Source: an optimization exercise on an open RTL-to-GDS flow (aim: small area, a short achievable clock period and few clock cycles per item). Production flows keep margins and buffers that such runs may drop. No run shown here included a check of the RTL's function; only the layout flow was run.

==> flow/design.v (outline; a module is shown in full before it is edited, if it fits) <==
// module booth_multiplier: 69 lines
// module mul33: 3302 lines
// module fa: 4 lines
// module ha: 4 lines
module booth_multiplier(
	input			clk,
	input			rst_n,
	input [32:0]	data1,
	input [32:0]	data2,
	input			valid_i,
	output			ready_o,
	input			ready_i,
	output			valid_o,
	output [63:0] 	res
);
  // ...
==> flow/run.sh <==
#!/bin/bash
# synth_recipe.tcl (not shown) runs the flow's synth.tcl, then flattens the netlist and writes it again
# the make line also repeats each setting of config.mk as NAME=value (left out here)
make -C /OpenROAD-flow-scripts/flow DESIGN_CONFIG=/design/flow/config.mk WORK_HOME=/design/flow/orfs CLKGATE_MAP_FILE= SYNTH_SCRIPT=/design/flow/synth_recipe.tcl finish
==> flow/config.mk <==
export PLATFORM = sky130hd
export DESIGN_NAME = booth_multiplier
export DESIGN_NICKNAME = booth_multiplier
export VERILOG_FILES = /design/flow/design.v
export SDC_FILE = /design/flow/constraint.sdc
export NUM_CORES = 4
export LEC_CHECK = 0
export ABC_AREA = 1
export CAP_MARGIN = 20
export CELL_PAD_IN_SITES_DETAIL_PLACEMENT = 2
export CELL_PAD_IN_SITES_GLOBAL_PLACEMENT = 2
export CORE_MARGIN = 2
export CORE_UTILIZATION = 30
export PLACE_DENSITY = 0.5
export SLEW_MARGIN = 20
export SYNTH_HIERARCHICAL = 1
export SYNTH_MINIMUM_KEEP_SIZE = 0
==> flow/constraint.sdc <==
create_clock -name core_clock -period 32.0 [get_ports {clk}]
set_input_delay 6.4000 -clock core_clock [delete_from_list [all_inputs] [get_ports {clk}]]
set_output_delay 6.4000 -clock core_clock [all_outputs]
set_load 0.01 [all_outputs]
==> run summary, run 1 <==
- Outcome: timing/DRC/antenna clean
- Clk sink count: 216
- Rows: 115
- DR top layer: met4
- Mapped Avg Cell Area: 9.98 um^2
- Count leader, synth: xor2_1
- Cts bufs inserted: 29
- Worst hold path type: reg2reg
- Bufs w/o clock: 229
- Multi-input logic area: 0.0220 mm^2
- Initial antenna violation count: 0
- Inverter count: 218
- CTS Hold Bufs: 0
- Largest family of logic cells by synthesized area: adder cells
- Mapped cell area: 0.0299 mm^2
- Met3 WL: 8.19 mm
- Total vias in the final route: 23,954
- Sequential fraction of the synthesis area: 19.4%
- Syn nets: 3,661
- Placed cell count: 4,223
- Final setup viols: 0
- Die Area: 0.102 mm^2
==> run 2, diff against run 1 <==
==> flow/config.mk (replaced) <==
export PLATFORM = sky130hd
export DESIGN_NAME = booth_multiplier
export DESIGN_NICKNAME = booth_multiplier
export VERILOG_FILES = /design/flow/design.v
export SDC_FILE = /design/flow/constraint.sdc
export NUM_CORES = 4
export LEC_CHECK = 0
export ABC_AREA = 1
export CAP_MARGIN = 20
export CELL_PAD_IN_SITES_DETAIL_PLACEMENT = 0
export CELL_PAD_IN_SITES_GLOBAL_PLACEMENT = 0
export CORE_MARGIN = 2
export CORE_UTILIZATION = 55
export PLACE_DENSITY = 0.7
export SLEW_MARGIN = 20
export SYNTH_HIERARCHICAL = 1
export SYNTH_MINIMUM_KEEP_SIZE = 0
==> run 2 against run 1 <==
  * Still clean
  * Sequential share of layout area increased by 0.44 points
  * Sequential cell count unchanged
  * Non-clock buffer count decreased by 8
  * First-iteration DRC count increased by 110%
  * Global-route usage increased by 9.2 points
  * Utilization increased by 27 points
  * Wire length decreased by 25%
  * Die area decreased by 45%
  * Synthesized cell count unchanged
  * Via count increased by 4.4%
  * Critical endpoint unchanged
  * Largest cell class unchanged
  * Highest routed layer unchanged
==> run summary, run 2 <==
- Outcome: timing/DRC/antenna clean
- Setup CP Type: reg2out
- Unrepaired setup endpoints after global routing: no
- Postcts setup bufs: 0
- Router iterations before antenna repair: 9
- Ports: 136
- Number of synthesis warnings: 7
- Clock Latency Late Sink: 0.60 ns
- Crit end category: output pin
- DRT antenna net count: 0
- Post-CTS sizing: 0
- Most instantiated cells after synthesis: xor2_1 (558), o22ai_1 (543), fa_1 (501)
- Max frequency: 116 MHz
- Sequential fraction of the synthesis area: 19.4% (unchanged)
- Starting DRT DRC Count: 3,540
- Mapped Cells: 2,993
- Initial antenna violation count: 0 (unchanged)
- FF-to-FF path depth: 22
- Placeable Area: 0.0538 mm^2
- CP max stage cell: clkdlybuf4s50_1
- Avg WL per Cell: 27.0 um
- Clk sink count: 216 (unchanged)
- Clock root buffer: clkbuf_16
- Count leader, synth: xor2_1
- IO Port Bufs: 135
- CTS Hold Bufs: 0 (unchanged)
- Max-cap violation count: 0
- Total vias in the final route: 25,012 (+4.4%)
- Routed WL: 99.3 mm
- Largest net degree at the start of global routing: 100
- Slew Limit Fails: 0
- Fillers: 4,442
- Clock transition at the registers of the reported paths: 0.06 ns
- Largest family of logic cells by synthesized area: adder cells
- XOR/XNOR Fraction of Synth Area: 16.9%
- CP bufs+invs: 2
- Area leader, netlist: fa_1
- Post-synth ARST share: 1.39%
- Ant. Diodes: 0
- Rows: 85 (-26%)
- Main synth FF type: edfxtp_1
- Most frequent cells in the layout: xor2_1 (558), o22ai_1 (543), fa_1 (501)
- Deepest clock path buffer count: 3
- Final core occ: 60.3%
- Synth unique cells: 34
- Gr usage total: 35.0%
- H-tree levels: 1
- GPL Wtd Cong: 0.941
- Number of global-route vias before repair: 26,104
- Largest delay share family, worst path: buffers and inverters
- Setup TNS: 0 ns
- First-pass GRT wire length: 151 mm
- Top cell type's share of synthesized area: 33.6%
- Post-route setup slack: 23.38 ns
- Adder-cell share of the synthesized area: 37.6%
- Initial Utilization: 55.5%
- Mapped Avg Cell Area: 9.98 um^2 (unchanged)
- Crit share post-route: 26.9%
- Max incr delay on CP: 0.67 ns
- Die Height: 237 um
- CP cell instances: inv_6, clkdlybuf4s50_1
- Cts bufs inserted: 25 (-14%)
- Critical Path AT: 2.22 ns
- Synth area leaders: fa_1 (34%), xor2_1 (16%), edfxtp_1 (15%)
- Syn nets: 3,661 (unchanged)
- Area growth, synth to finish: 8.61%
- Mux cell area share after synthesis: 0%
- Slew at the pin closest to its max-slew limit: 1.04 ns
- Worst setup SP type: flip-flop
- Worst hold path type: reg2reg
- Stages on the worst setup path: 2
- Post-synth EDFFs: 147
- DP Worst Slack: 23.74 ns
- Clock Skews: 0.0214 ns
- Share of cells above drive strength 1: 5.51%
- Final setup viols: 0 (unchanged)
- Die X-Extent: 237 um
- Hold Violations, Final: 0
- Simple logic cell fraction of the synthesized area: 6.85%
- Critical path required time: 25.60 ns
- GR Overflow Total: 0
- Synthesis-stage register bit count: 216
- Mapped cell area: 0.0299 mm^2 (unchanged)
- Minimum clock period: 8.62 ns
- Die Area: 0.0562 mm^2 (-45%)
- Hold path cells: 2
- Commonest non-fill, non-tap cell in the layout: xor2_1
- Most flops, register: r
- DRC viols: 0
- Dpl hpwl: 61.6 mm
- Worst Path Max Fanout: 98
- Fin nets: 3,623
- Vias/cell: 6.82
- Synth Area in Compound Gates: 12.4%
- Max reg flops: 64
- Max_slew headroom: 30.6%
- CTS tree: built
==> run 2: cell counts after synthesis <==
No cell type changed its count.
==> run 2: stage by stage <==
step	instance area, um^2	cells	hold WS (ns)
CTS	32500	3670	0.451
finish	32500	3670	0.449
floorplan	29900	2993	0.414
global route	32500	3670	0.480
global placement	31500	3624	0.432
detailed placement	31500	3624	0.437
==> run 2: worst paths after layout <==
| path | start | endpoint | slack [ns] |
|---|---|---|---|
| setup / recovery | vs$_DFF_PN0_ | ready_o | 23.38 |
| hold / removal | s1[27]$_DFF_P_ | s1[27]$_DFF_P_ | 0.45 |
| setup reg to reg | a1[0]$_DFFE_PP_ | r[58]$_DFFE_PN_ | 23.99 |
| hold reg to reg | s1[27]$_DFF_P_ | s1[27]$_DFF_P_ | 0.45 |
| max in group asynchronous | rst_n | vs$_DFF_PN0_ | 25.85 |
| min in group asynchronous | rst_n | vs$_DFF_PN0_ | 5.99 |
==> run 2: layout make-up <==
class                   count  area, um^2  share of cell area, %
multi-input cells        2273       22000                   67.9
flip-flops and latches    216        5810                   17.9
repair buffers            221        2000                   6.15
well taps                 696         871                   2.68
inverters                 218         823                   2.54
clock buffers              30         696                   2.14
clock inverters            16         214                  0.659
==> run 2: modules after synthesis (local to each module, per instance) <==
| module | cells | cell area (um^2) | flops+latches | times used |
|---|---|---|---|---|
| booth_multiplier | 692 | 7770 | 216 | 1 |
| mul33 | 1791 | 12100 | 0 | 1 |
| fa | 1 | 20.0 | 0 | 485 |
| ha | 1 | 12.5 | 0 | 25 |
==> run 2: routing by layer <==
metal | share of wire [%] | vias to the layer above | track usage [%]
met3 | 16 | 645 | 13.8
met4 | 7.2 | 0 | 21.1
li1 | - | 9945 | -
met2 | 42 | 2416 | 51.4
met5 | 0 | - | 0
met1 | 35 | 12006 | 43.9
==> run 2: cell families (layout without fill, tap and decap cells) <==
group,Yosys count,after routing
adders and majority gates,598,598
AOI/OAI and AO/OA,592,592
xor gates and xnor gates,575,575
and+or+nand+nor,508,508
buffers and inverters,504,485
DFF,216,216
==> run 2: worst min-delay path, stage by stage, from the launching register on <==
cell	delay (ns)
dfxtp_1	0.31
nand2_1	0.05
nand2_1	0.07
==> module booth_multiplier, before the edit <==
module booth_multiplier(
	input			clk,
	input			rst_n,
	input [32:0]	data1,
	input [32:0]	data2,
	input			valid_i,
	output			ready_o,
	input			ready_i,
	output			valid_o,
	output [63:0] 	res
);
	reg			va, vs, vr;
	reg [32:0]	a1, s1, s2;
	reg [16:0]	a_one, a_two;
	reg [15:0]	a_neg;
	reg [63:0]	r;
	wire [63:0]	prod;
	wire		r_free = ~vr | ready_i;
	wire		a_load = r_free | ~va;
	assign ready_o = ~vs;
	assign valid_o = vr;
	assign res = r;
	wire [32:0]	b_in = vs ? s2 : data2;
	wire [34:0]	b_ext = {1'b0, b_in, 1'b0};
	wire [16:0]	e_one, e_two;
	wire [15:0]	e_neg;
	genvar j;
	generate
		for (j = 0; j < 17; j = j + 1) begin : enc
			assign e_one[j] = b_ext[2*j+1] ^ b_ext[2*j];
			assign e_two[j] = (b_ext[2*j+2] & ~b_ext[2*j+1] & ~b_ext[2*j]) |
			                  (~b_ext[2*j+2] & b_ext[2*j+1] & b_ext[2*j]);
			if (j < 16) begin : n
				assign e_neg[j] = b_ext[2*j+2];
			end
		end
	endgenerate
	always @(posedge clk or negedge rst_n) begin
		if (!rst_n) begin
			va <= 1'b0;
			vs <= 1'b0;
			vr <= 1'b0;
		end else begin
			if (r_free)
				vr <= va;
			if (a_load)
				va <= vs | valid_i;
			if (vs)
				vs <= ~r_free;
			else
				vs <= valid_i & ~a_load;
		end
	end
	always @(posedge clk) begin
		if (a_load) begin
			a1 <= vs ? s1 : data1;
			a_one <= e_one;
			a_two <= e_two;
			a_neg <= e_neg;
		end
		if (~vs) begin
			s1 <= data1;
			s2 <= data2;
		end
		if (r_free)
			r <= prod;
	end
	mul33 u_mul (.a(a1), .one(a_one), .two(a_two), .neg(a_neg), .p(prod));
endmodule
==> run 3, diff against run 2 <==
--- a/flow/design.v
+++ b/flow/design.v
@@ -10,6 +10,7 @@
 	output [63:0] 	res
 );
 	reg			va, vs, vr;
+	reg			rdy, vo;	 
 	reg [32:0]	a1, s1, s2;
 	reg [16:0]	a_one, a_two;
 	reg [15:0]	a_neg;
@@ -17,8 +18,8 @@
 	wire [63:0]	prod;
 	wire		r_free = ~vr | ready_i;
 	wire		a_load = r_free | ~va;
-	assign ready_o = ~vs;
-	assign valid_o = vr;
+	assign ready_o = rdy;
+	assign valid_o = vo;
 	assign res = r;
 	wire [32:0]	b_in = vs ? s2 : data2;
 	wire [34:0]	b_ext = {1'b0, b_in, 1'b0};
@@ -40,15 +41,22 @@
 			va <= 1'b0;
 			vs <= 1'b0;
 			vr <= 1'b0;
+			rdy <= 1'b1;
+			vo <= 1'b0;
 		end else begin
-			if (r_free)
+			if (r_free) begin
 				vr <= va;
+				vo <= va;
+			end
 			if (a_load)
 				va <= vs | valid_i;
-			if (vs)
+			if (vs) begin
 				vs <= ~r_free;
-			else
+				rdy <= r_free;
+			end else begin
 				vs <= valid_i & ~a_load;
+				rdy <= ~(valid_i & ~a_load);
+			end
 		end
 	end
 	always @(posedge clk) begin
==> flow/flow/run.sh (new file) <==
#!/bin/bash
# The standard layout (standard.sh) with extra ORFS make variables:
#  - port buffers use a plain buffer cell (buf_2) instead of the default choice
#  - flow/extra.txt, if present, holds one more VAR=VALUE per line
set -euo pipefail
ARGS=("BUFFER_PORTS_ARGS=-buffer_cell sky130_fd_sc_hd__buf_2")
if [[ -f flow/extra.txt ]]; then
  while read -r line; do [[ -n "$line" ]] && ARGS+=("$line"); done < flow/extra.txt
fi
bash standard.sh "${ARGS[@]}" finish > make.log 2>&1
==> flow/standard.sh (new file) <==
#!/bin/bash
# synth_recipe.tcl (not shown) runs the flow's synth.tcl, then flattens the netlist and writes it again
# the make line also repeats each setting of config.mk as NAME=value (left out here)
make -C /OpenROAD-flow-scripts/flow DESIGN_CONFIG=/design/flow/config.mk WORK_HOME=/design/flow/orfs CLKGATE_MAP_FILE= SYNTH_SCRIPT=/design/flow/synth_recipe.tcl "${@:-finish}"
==> flow/config.mk (replaced) <==
export PLATFORM = sky130hd
export DESIGN_NAME = booth_multiplier
export DESIGN_NICKNAME = booth_multiplier
export VERILOG_FILES = /design/flow/design.v
export SDC_FILE = /design/flow/constraint.sdc
export NUM_CORES = 4
export LEC_CHECK = 0
export ABC_AREA = 1
export CAP_MARGIN = 20
export CELL_PAD_IN_SITES_DETAIL_PLACEMENT = 2
export CELL_PAD_IN_SITES_GLOBAL_PLACEMENT = 2
export CORE_MARGIN = 2
export CORE_UTILIZATION = 30
export PLACE_DENSITY = 0.5
export SLEW_MARGIN = 20
export SYNTH_HIERARCHICAL = 1
export SYNTH_MINIMUM_KEEP_SIZE = 0
removed: flow/run.sh
==> run 3 against run 2 <==
  * Global-route usage decreased by 9.3 points
  * Sequential cell count increased by 1
  * Non-clock buffer count increased by 4
  * Wire length increased by 33%
  * Maximum frequency increased by 11%
  * Register-to-register slack improved by 0.22 ns
  * Worst setup slack improved by 0.83 ns
  * Critical path depth increased by 27
  * Critical path type is now reg2reg
==> run summary, run 3 <==
- Synthesis-stage register bit count: 217 (+0.46%)
- Post-synth ARST share: 1.84% (+0.45 points)
- Router iterations before antenna repair: 7 (-2)
- DRT antenna net count: 0 (unchanged)
- Worst Path Max Fanout: 21 (-79%)
- Clock root buffer: clkbuf_16
- Area leader, netlist: fa_1
- Clock Skews: 0.0400 ns (+0.0187 ns)
- CTS Hold Bufs: 0 (unchanged)
- Mapped Cells: 2,995 (+0.067%)
- DRC viols: 0 (unchanged)
- Outcome: timing/DRC/antenna clean
- Clock Latency Late Sink: 0.65 ns (+0.05 ns)
- CTS tree: built
- Crit share post-route: 24.3% (-2.6 points)
- First-pass GRT wire length: 195 mm (+29%)
- Final setup viols: 0 (unchanged)
- Max reg flops: 64 (unchanged)
- Most flops, register: r
- Cell mode on critical path: fa_1
- Slew Limit Fails: 0 (unchanged)
- Vias/cell: 5.58 (-18%)
- Critical path required time: 32.38 ns (+6.78 ns)
- Clock transition at the registers of the reported paths: 0.06 ns (about the same)
- Clk sink count: 217 (+0.46%)
- Setup CP Type: reg2reg
- Most instantiated cells after synthesis: xor2_1 (558), o22ai_1 (543), fa_1 (501)
- Largest delay share family, worst path: adder cells
- Rows: 115 (+35%)
- CP max stage cell: fa_1
- Hold path cells: 2 (unchanged)
- GPL Wtd Cong: 0.814 (-13%)
- Hold EP: s1[19]$_DFF_P_
- Hold Violations, Final: 0 (unchanged)
- Deepest clock path buffer count: 3 (unchanged)
- CP bufs+invs: 3 (+1)
- Max incr delay on CP: 0.52 ns (-0.15 ns)
- Max_slew headroom: 26.5% (-4.1 points)
- Worst reg2reg path endpoint: r[63]$_DFFE_PN_
- Cts bufs inserted: 31 (+24%)
- Fin nets: 3,635 (+0.33%)
- Gr usage total: 25.8% (-9.3 points)
- Main synth FF type: edfxtp_1
- Max frequency: 128 MHz (+11%)
- Largest net degree at the start of global routing: 98 (-2.0%)
- Most frequent cells in the layout: xor2_1 (558), o22ai_1 (543), fa_1 (501)
- Placeable Area: 0.0987 mm^2 (+83%)
- Simple logic cell fraction of the synthesized area: 6.92% (+0.062 points)
- Number of global-route vias before repair: 27,431 (+5.1%)
- Starting DRT DRC Count: 1,633 (-54%)
- Routed WL: 132 mm (+33%)
- Adder-cell share of the synthesized area: 37.5% (-0.096 points)
- Synth area leaders: fa_1 (33%), xor2_1 (16%), edfxtp_1 (15%)
- Fillers: 10,780 (+140%)
- Mux cell area share after synthesis: 0% (unchanged)
- GR Overflow Total: 0 (unchanged)
- Syn nets: 3,663 (+0.055%)
- Setup slack, reg-to-reg: 24.21 ns (+0.22 ns)
- Minimum clock period: 7.79 ns (-0.830 ns)
- Worst setup SP type: flip-flop
- Sequential fraction of the synthesis area: 19.5% (+0.038 points)
- Synth unique cells: 37 (+8.8%)
- Ports: 136 (unchanged)
- Initial antenna violation count: 2 (+2)
- Postcts setup bufs: 0 (unchanged)
- Mapped Avg Cell Area: 10.0 um^2 (+0.19%)
- Area growth, synth to finish: 9.56%
- Top cell type's share of synthesized area: 33.5% (-0.086 points)
- Setup TNS: 0 ns (unchanged)
- IO Port Bufs: 135 (unchanged)
- Mapped cell area: 0.0300 mm^2 (+0.26%)
- Largest family of logic cells by synthesized area: adder cells
- FF-to-FF path depth: 29 (+32%)
- Number of synthesis warnings: 7 (unchanged)
- Max-cap violation count: 0 (unchanged)
- Unrepaired setup endpoints after global routing: no
- Post-CTS sizing: 0 (unchanged)
- Crit end category: flip-flop
- Start point of the worst hold path: s1[19]$_DFF_P_
- Multi-input logic area: 0.0221 mm^2 (+0.11%)
- Synth Area in Compound Gates: 12.3% (-0.015 points)
- Post-synth EDFFs: 147 (unchanged)
- Critical Path AT: 8.16 ns (+5.94 ns)
- Total vias in the final route: 23,885 (-4.5%)
- Dpl hpwl: 87.6 mm (+42%)
- Commonest non-fill, non-tap cell in the layout: xor2_1
- Initial Utilization: 30.3% (-25 points)
- Share of cells above drive strength 1: 11.4% (+5.8 points)
- Avg WL per Cell: 30.9 um (+14%)
- Die Height: 320 um (+35%)
- Die Area: 0.102 mm^2 (+82%)
- XOR/XNOR Fraction of Synth Area: 16.8% (-0.043 points)
- H-tree levels: 1 (unchanged)
- Die X-Extent: 320 um (+35%)
- Reg area: 0.00584 mm^2 (+0.50%)
- Worst r2r src: a_one[10]$_DFFE_PP_
- Slew at the pin closest to its max-slew limit: 1.10 ns (+0.0622 ns)
- Count leader, synth: xor2_1
- Worst hold path type: reg2reg
run 3: cell count changes after synthesis, moves of 2 or more:
| cell | before | now |
|---|---|---|
| buf_4 | 12 | 14 |
| nand2_1 | 410 | 399 |
| nand2_2 | 23 | 34 |
| buf_2 | 49 | 46 |
run 3: worst max path at each step:
stage	start	end	slack, ns	cells past startpoint
6_report	a_one[10]$_DFFE_PP_	r[63]$_DFFE_PN_	24.21	29
2_1_floorplan	ready_i	a1[0]$_DFFE_PP_	21.74	4
3_5_place_dp	ready_i	a1[22]$_DFFE_PP_	23.50	6
4_1_cts	a_one[7]$_DFFE_PP_	r[63]$_DFFE_PN_	24.16	28
5_1_grt	a1[0]$_DFFE_PP_	r[62]$_DFFE_PN_	23.94	24
3_3_place_gp	ready_i	a1[22]$_DFFE_PP_	23.54	6
run 3: area by class of cell:
cell class	count	area share (%)
Antenna cell	3	0.0229
Clock buffer	44	2.70
Clock inverter	14	0.698
Inverter	219	2.53
Multi-Input combinational cell	2273	67.2
Sequential cell	217	17.8
Tap cell	1287	4.91
Timing Repair Buffer	225	4.12
run 3: modules after synthesis, one instance, submodules excluded:
module / area [um^2] / times used / cells
fa: 20.0 / 485 / 1
ha: 12.5 / 25 / 1
booth_multiplier: 7850 / 1 / 694
mul33: 12100 / 1 / 1791
run 3: cells by family after synthesis:
logic type | count (synthesis)
buffers and inverters | 505
AND/OR/NAND/NOR | 507
AO/OA/AOI/OAI | 593
XOR/XNOR | 575
flip-flops | 217
adder cells (fa/ha/maj) | 598
run 3: layer usage:
| layer | wire length, um | GRT usage (%) | vias up |
|---|---|---|---|
| li1 | - | - | 9963 |
| met1 | 61200 | 36.2 | 12911 |
| met2 | 60900 | 41.7 | 818 |
| met3 | 6490 | 3.05 | 193 |
| met4 | 3740 | 7.37 | 0 |
| met5 | 0 | 0 | - |
run 3: metrics by stage:
| stage | worst slack (ns) | cells | hold slack [ns] | util [%] | area (um^2) |
|---|---|---|---|---|---|
| after detailed placement | 23.50 | 4221 | 0.444 | 32.1 | 31700 |
| after global routing | 23.94 | 4279 | 0.484 | 33.2 | 32800 |
| after CTS | 24.16 | 4279 | 0.461 | 33.2 | 32800 |
| after global placement | 23.54 | 4221 | 0.441 | 32.1 | 31700 |
| after floorplan | 21.74 | 2995 | 0.414 | - | 30000 |
| final | 24.21 | 4282 | 0.455 | 33.2 | 32800 |
run 3: tightest hold or removal path, stage by stage (launching register included):
cell and delay, ns:
dfxtp_1 0.31, nand2_1 0.05, nand2_1 0.07
==> run 4, diff against run 3 <==
==> flow/flow/extra.txt (new file) <==
SETUP_SLACK_MARGIN=24
==> run 4 against run 3 <==
  * Critical path type unchanged
  * Sequential cell count is the same
  * Utilization shrank 0.072 points
  * Still clean on timing, DRC and antenna
  * Global-route usage grew 0.33 points
  * Highest routed layer is now met5
==> run summary, run 4 <==
- Hold EP: s1[28]$_DFF_P_
- Total vias in the final route: 24,122 (+0.99%)
- Sequential fraction of the synthesis area: 19.5% (unchanged)
- Rows: 115 (unchanged)
- DRT antenna net count: 0 (unchanged)
- Minimum clock period: 7.72 ns (-0.0696 ns)
- Initial antenna violation count: 3 (+1)
- Max reg flops: 64 (unchanged)
- Clock Latency Late Sink: 0.64 ns (about the same)
- Setup TNS: 0 ns (unchanged)
- Syn nets: 3,663 (unchanged)
- Deepest clock path buffer count: 3 (unchanged)
- Mapped Cells: 2,995 (unchanged)
- Max-cap violation count: 0 (unchanged)
- Worst Path Max Fanout: 32 (+52%)
- CTS tree: built
- Slew Limit Fails: 0 (unchanged)
- GPL Wtd Cong: 0.819 (+0.60%)
- Ant. Diodes: 0 (-3)
- Multi-input logic area: 0.0221 mm^2 (about the same)
- Fin nets: 3,634 (-0.028%)
- Die Height: 320 um (unchanged)
- FF-to-FF path depth: 23 (-21%)
- Count leader, synth: xor2_1
- Outcome: timing/DRC/antenna clean
- First-pass GRT wire length: 197 mm (+1.0%)
- Top cell type's share of synthesized area: 33.5% (unchanged)
- Number of global-route vias before repair: 27,595 (+0.60%)
- Area growth, synth to finish: 9.32%
- Synth area leaders: fa_1 (33%), xor2_1 (16%), edfxtp_1 (15%)
- Initial Utilization: 30.3% (unchanged)
- Slew at the pin closest to its max-slew limit: 0.993 ns (-0.110 ns)
- Gr usage total: 26.1% (+0.33 points)
- Cts bufs inserted: 29 (-6.5%)
- Unrepaired setup endpoints after global routing: no
- Clock transition at the registers of the reported paths: 0.06 ns (about the same)
- Max incr delay on CP: 0.72 ns (+0.20 ns)
- Die X-Extent: 320 um (unchanged)
- Fillers: 10,744 (-0.33%)
- Synthesis-stage register bit count: 217 (unchanged)
- Commonest non-fill, non-tap cell in the layout: xor2_1
- Setup CP Type: reg2reg
- Starting DRT DRC Count: 1,582 (-3.1%)
- Start point of the worst hold path: s1[28]$_DFF_P_
- Most instantiated cells after synthesis: xor2_1 (558), o22ai_1 (543), fa_1 (501)
- DP Worst Slack: 23.89 ns (+0.383 ns)
- Main synth FF type: edfxtp_1
- Crit share post-route: 24.1% (-0.22 points)
- Hold Violations, Final: 0 (unchanged)
- Post-synth EDFFs: 147 (unchanged)
- IO Port Bufs: 135 (unchanged)
- Die Area: 0.102 mm^2 (unchanged)
- CP max stage cell: inv_2
- Synth unique cells: 37 (unchanged)
- Final setup viols: 0 (unchanged)
- Most flops, register: r
- Critical Path AT: 8.08 ns (-0.08 ns)
- Area leader, netlist: fa_1
- Worst r2r src: a_two[3]$_DFFE_PP_
- Max_slew headroom: 33.8% (+7.3 points)
- Vias/cell: 5.64 (+1.1%)
- Ports: 136 (unchanged)
- Crit end category: flip-flop
- Mapped cell area: 0.0300 mm^2 (unchanged)
- Router iterations before antenna repair: 5 (-2)
- Most frequent cells in the layout: xor2_1 (558), o22ai_1 (543), fa_1 (501)
- Worst setup SP type: flip-flop
- DRC viols: 0 (unchanged)
- Routed WL: 135 mm (+1.7%)
- Placeable Area: 0.0987 mm^2 (unchanged)
- Reg area: 0.00584 mm^2 (unchanged)
- Max frequency: 130 MHz (+0.90%)
- Share of cells above drive strength 1: 11.4% (+0.045 points)
- Mapped Avg Cell Area: 10.0 um^2 (unchanged)
- Critical path required time: 32.36 ns (-0.02 ns)
- Post-synth ARST share: 1.84% (unchanged)
- Worst reg2reg path endpoint: r[58]$_DFFE_PN_
- Post-route setup slack: 24.28 ns (+0.0696 ns)
- Largest net degree at the start of global routing: 100 (+2.0%)
- Avg WL per Cell: 31.5 um (+1.8%)
- Clk sink count: 217 (unchanged)
- H-tree levels: 1 (unchanged)
- Number of synthesis warnings: 7 (unchanged)
- Worst hold path type: reg2reg
- Hold path cells: 2 (unchanged)
- Cell mode on critical path: fa_1
- CP cell instances: inv_2, o22ai_1, xor2_1, fa_1, fa_1, fa_1, fa_1, fa_1, fa_1, fa_1, fa_1, ha_1, inv_1, nor3_1, nand2_1, nor3_1, nand2_2, nand2_2, nand2_1, nand2_1, inv_1, o21ai_1, fa_1
- Clock Skews: 0.0321 ns (-0.00794 ns)
- GR Overflow Total: 0 (unchanged)
- Setup slack, reg-to-reg: 24.28 ns (+0.07 ns)
- Dpl hpwl: 87.0 mm (-0.69%)
- Clock root buffer: clkbuf_16
## run 4: cell counts after synthesis
Identical to the previous run, type by type.
## run 4: worst max-delay path by stage
stage	start	end	slack [ns]	cells past startpoint
after global placement	ready_i	a1[23]$_DFFE_PP_	23.89	5
after CTS	a_one[7]$_DFFE_PP_	r[63]$_DFFE_PN_	24.23	28
after global routing	a_one[10]$_DFFE_PP_	r[63]$_DFFE_PN_	24.02	29
after floorplan	ready_i	a1[0]$_DFFE_PP_	24.06	4
after detailed placement	ready_i	a1[28]$_DFFE_PP_	23.89	5
final	a_two[3]$_DFFE_PP_	r[58]$_DFFE_PN_	24.28	23
## run 4: final cells by class
cell class	count	area share (%)
repair buffers	226	4.16
inverters	219	2.57
flip-flops and latches	217	17.8
clock inverters	10	0.309
well taps	1287	4.92
clock buffers	44	2.80
multi-input cells	2273	67.4
## run 4: kinds of logic (layout without fill, tap and decap cells)
family,after synthesis,after routing,share of synthesized area (%)
compound gates,593,593,12.3
xor+xnor,575,575,16.8
fa+ha+maj,598,598,37.5
buf+inv,505,499,6.91
simple gates,507,507,6.92
flops,217,217,19.5
## run 4: critical path, delay by kind of cell (launching register included)
kind	cells	cell delay, ns
AO/OA/AOI/OAI	2	0.39
XOR/XNOR	1	0.22
adder cells (fa/ha/maj)	10	4.39
buffers and inverters	3	0.88
flip-flops	1	0.41
AND/OR/NAND/NOR	7	1.12
## run 4: modules after synthesis (local to each module, per instance)
module            cells inside  flops+latches  copies in the design
fa                           1              0                   485
booth_multiplier           694            217                     1
mul33                     1791              0                     1
ha                           1              0                    25
## run 4: metal layers
layer / vias to the layer above / share of wire [%] / track usage [%]
li1: 9951 / - / -
met1: 13108 / 45 / 36.1
met2: 859 / 47 / 43.3
met3: 202 / 5.2 / 2.82
met4: 2 / 2.6 / 6.96
met5: - / 0.0097 / 0
## run 4: stage by stage
stage	instance area, um^2	utilization, %	instances	hold slack [ns]
finish	32700	33.2	4276	0.452
global route	32700	33.2	4276	0.484
CTS	32700	33.1	4273	0.457
detailed placement	31700	32.1	4219	0.441
global placement	31700	32.1	4219	0.434
floorplan	30000	-	2995	0.414
## run 4: timing repair
action	4_1_cts	5_1_grt
hold buffers	0	0
setup endpoints to repair	0	5
resized for setup	0	6
setup buffers	0	3
hold endpoints to repair	0	0

==> separate check: timing with driven ports <==
The flow's constraints put no driver on any port. The routed layouts listed below were extracted and timed again, unchanged, in two steps.
Step 1: set_driving_cell puts a clkbuf_16 on clk and a buf_2 on each other input, an assumption about the parent block.
Step 2 times the ports against the registers' clock, not the clock port: input delays grow and output delays shrink by t, the midpoint of the rising clock arrivals with the driver on.
a / b / c = ideal ports / drivers / drivers and shift; a / b = the first two.
run | t, ns | setup WS [ns] | worst slew at a driven data input, ns
run 1 | 0.685 | 23.443 / 23.376 / 23.523 | 0.05
run 2 | 0.652 | 23.381 / 23.313 / 23.736 | 0.04
run 3 | 0.710 | 24.211 / 24.211 / 23.559 | 0.05
run 4 | 0.700 | 24.281 / 24.255 / 23.915 | 0.05
After both steps setup and hold are still met in every run listed. The setup slack of run 3, which loses most, moves by 0.000 ns with the drivers and by -0.652 ns with both steps.
